Background: an optimization exercise with open tools, aiming at small area and a short achievable clock period. Do not read the settings as production practice.
At most, simulation tests tie the RTL to the original design; equivalence was not proved.
No driver is modelled on the clock port, so clock power and skew are understated where the tree is cut down; a real chip needs a root buffer or a tree.
No activity file was given, so power comes from the tool's default toggle rates.

run A:
Design ParallelFIR, start of the top module:
module ParallelFIR(input wire clk,
                   input wire signed [7:0] x,
                   output reg signed [17:0] y);
Size in the first run: roughly 910 cells after synthesis, about 27 I/O pins, ~14000 um^2 of cells after synthesis.
Settings: LEC_CHECK=0, CAP_MARGIN=20, CORE_MARGIN=2, CORE_UTILIZATION=50, SLEW_MARGIN=20, SYNTH_HIERARCHICAL=1, SYNTH_MINIMUM_KEEP_SIZE=0; clock period 11.0 ns.
standard.sh (not shown) runs the stock make flow with config.mk's settings and CLKGATE_MAP_FILE= SYNTH_SCRIPT=/design/flow/synth_recipe.tcl, a recipe that flattens the netlist after the stock synthesis.
==> flow/flow/run.sh <==
#!/bin/bash
# The standard layout with these changes to how it is made (the SDC and
# its clock period are unchanged):
#  - repair_timing keeps extra setup margin, so that it sizes the design for a
#    shorter achieved period;
#  - the clock tree uses larger sink clusters and no dummy loads, and after CTS
#    its branch level is removed and the root split in two (flatten_clock.tcl),
#    so every register is clocked through one root buffer and one leaf buffer;
#  - the port buffers are buf_2 cells.
# Each tool's full output is in the ORFS logs; make's output is in
# standard_cts.log and standard.log, the clock edit's in flatten_clock.log.
set -e
export SETUP_SLACK_MARGIN=7.95
export CTS_ARGS="-sink_clustering_enable -repair_clock_nets -dont_use_dummy_load -buf_list sky130_fd_sc_hd__clkbuf_16 -sink_clustering_size 30 -sink_clustering_max_diameter 200"
export BUFFER_PORTS_ARGS="-buffer_cell sky130_fd_sc_hd__buf_2"
bash standard.sh cts > standard_cts.log 2>&1
CLK_TWO_ROOTS=1 CTS_ODB=$PWD/orfs/results/$FLOW_PLATFORM/ParallelFIR/base/4_cts.odb openroad -no_init -exit flow/flatten_clock.tcl > flatten_clock.log 2>&1
bash standard.sh > standard.log 2>&1
Other scripts of this flow, unchanged in this note and not shown: flow/flow/flatten_clock.tcl
The following lists how run B was set up differently from run A:
diff --git a/flow/design.v b/flow/design.v
--- a/flow/design.v
+++ b/flow/design.v
@@ -860,18 +860,63 @@
   wire c499 = p1_13_0 & p1_13_1;
   wire s500 = p1_14_0 ^ p1_14_1;
   wire c500 = p1_14_0 & p1_14_1;
   wire s501 = p1_15_0 ^ p1_15_1;
   wire c501 = p1_15_0 & p1_15_1;
   wire s502 = p1_16_0 ^ p1_16_1;
   wire c502 = p1_16_0 & p1_16_1;
   wire [17:0] r0 = {c502, c501, c500, c499, c498, c497, c496, c495, c494, c492, ~c490, ~c488, c486, c484, c482, c480, s480, p1_0_0};
   wire [17:0] r1 = {1'b1, s502, s501, s500, s499, s498, s497, s496, s495, s494, s492, ~s490, ~s488, s486, s484, s482, ~x1[0], ~p1_0_1};
+  wire [17:0] gp = r0 & r1;
+  wire [17:0] pp = r0 ^ r1;
+  wire g503 = gp[1] | (pp[1] & gp[0]);
+  wire g504 = gp[3] | (pp[3] & gp[2]);
+  wire q504 = pp[3] & pp[2];
+  wire g505 = gp[5] | (pp[5] & gp[4]);
+  wire q505 = pp[5] & pp[4];
+  wire g506 = gp[7] | (pp[7] & gp[6]);
+  wire q506 = pp[7] & pp[6];
+  wire g507 = gp[9] | (pp[9] & gp[8]);
+  wire q507 = pp[9] & pp[8];
+  wire g508 = gp[11] | (pp[11] & gp[10]);
+  wire q508 = pp[11] & pp[10];
+  wire g509 = gp[13] | (pp[13] & gp[12]);
+  wire q509 = pp[13] & pp[12];
+  wire g510 = gp[15] | (pp[15] & gp[14]);
+  wire q510 = pp[15] & pp[14];
+  wire g511 = gp[17] | (pp[17] & gp[16]);
+  wire q511 = pp[17] & pp[16];
+  wire g512 = g504 | (q504 & g503);
+  wire g513 = g506 | (q506 & g505);
+  wire q513 = q506 & q505;
+  wire g514 = g508 | (q508 & g507);
+  wire q514 = q508 & q507;
+  wire g515 = g510 | (q510 & g509);
+  wire q515 = q510 & q509;
+  wire g516 = g513 | (q513 & g512);
+  wire g517 = g515 | (q515 & g514);
+  wire q517 = q515 & q514;
+  wire g518 = g517 | (q517 & g516);
+  wire g519 = g514 | (q514 & g516);
+  wire g520 = g505 | (q505 & g512);
+  wire g521 = g507 | (q507 & g516);
+  wire g522 = g509 | (q509 & g519);
+  wire g523 = g511 | (q511 & g518);
+  wire g524 = gp[2] | (pp[2] & g503);
+  wire g525 = gp[4] | (pp[4] & g512);
+  wire g526 = gp[6] | (pp[6] & g520);
+  wire g527 = gp[8] | (pp[8] & g516);
+  wire g528 = gp[10] | (pp[10] & g521);
+  wire g529 = gp[12] | (pp[12] & g519);
+  wire g530 = gp[14] | (pp[14] & g522);
+  wire g531 = gp[16] | (pp[16] & g518);
+  wire [17:0] cy = {g531, g518, g530, g522, g529, g519, g528, g521, g527, g516, g526, g520, g525, g512, g524, g503, gp[0], 1'b0};
+  wire [17:0] sum = pp ^ cy;
   always @(posedge clk) begin
     x1 <= xo;
     x2 <= x1;
     x3 <= x2;
     x4 <= x3;
     x5 <= x4;
     x6 <= x5;
     x7 <= x6;
     x8 <= x7;
@@ -999,17 +1044,17 @@
     p1_12_1 <= s476;
     p1_13_0 <= c476;
     p1_13_1 <= s477;
     p1_14_0 <= c477;
     p1_14_1 <= s478;
     p1_15_0 <= c478;
     p1_15_1 <= s479;
     p1_16_0 <= c479;
     p1_16_1 <= p2_16_0;
-    y <= r0 + r1;
+    y <= sum;
   end
 endmodule
 module FullAdd(input wire a, input wire b, input wire c,
                output wire s, output wire co);
   assign s = a ^ b ^ c;
   assign co = (a & b) | (a & c) | (b & c);
 endmodule
==> comparison <==
Run B finished all stages; the layout is clean. Run B — mean instance size in the synthesized netlist about 2% higher, run A as reference. Any difference in final RePlAce weighted congestion between run A and run B is small enough to ignore. Post-synthesis cell area | run B below run A. Layout net count shrinks slightly when moving from run A to run B. Summary of run B over run A: transition time at the pin with the least slew margin fell 0.17 ns; part of the power in combinational logic saw a decrease; adder-cell area share of the yosys netlist went up 1.5 points; layout-stage area growth over the synthesis result has increased; final cell count without fillers went down. Diff run A -> run B: power density relative to cell area shows a reduction of 3.0%; initial core utilization -0.23 points; sequential share of layout area grew by 0.35 points; total routed wirelength now smaller; overall fraction of global-route tracks in use fell 0.59 points.
The RTL of run B was laid out without a check of its function.

==> static timing again, ports no longer ideal <==
No port has a modelled driver above. Below, the same layouts with a new extraction and two added sets of constraints.
Step 1, drivers: a clkbuf_16 drives clk and a buf_2 each remaining input, both assumed.
Step 2 adds t to the input delays and takes it off the output delays; t is the mean of the earliest and latest rising clock arrival at the registers after step 1. Input paths then give back, and output paths get back, about the clock's delay inside the block.
a / b / c = ideal / step 1 / step 2; a / b = the first two.
run | t (ns) | slack for setup (ns) | worst hold slack (ns) | worst setup path after step 2
run A | 0.411 | 8.006 / 7.939 / 8.043 | 0.339 / 0.339 / 0.339 | register to register
run B | 0.406 | 8.008 / 7.945 / 8.027 | 0.339 / 0.339 / 0.339 | register to register
After both steps setup and hold are still met in every run listed.
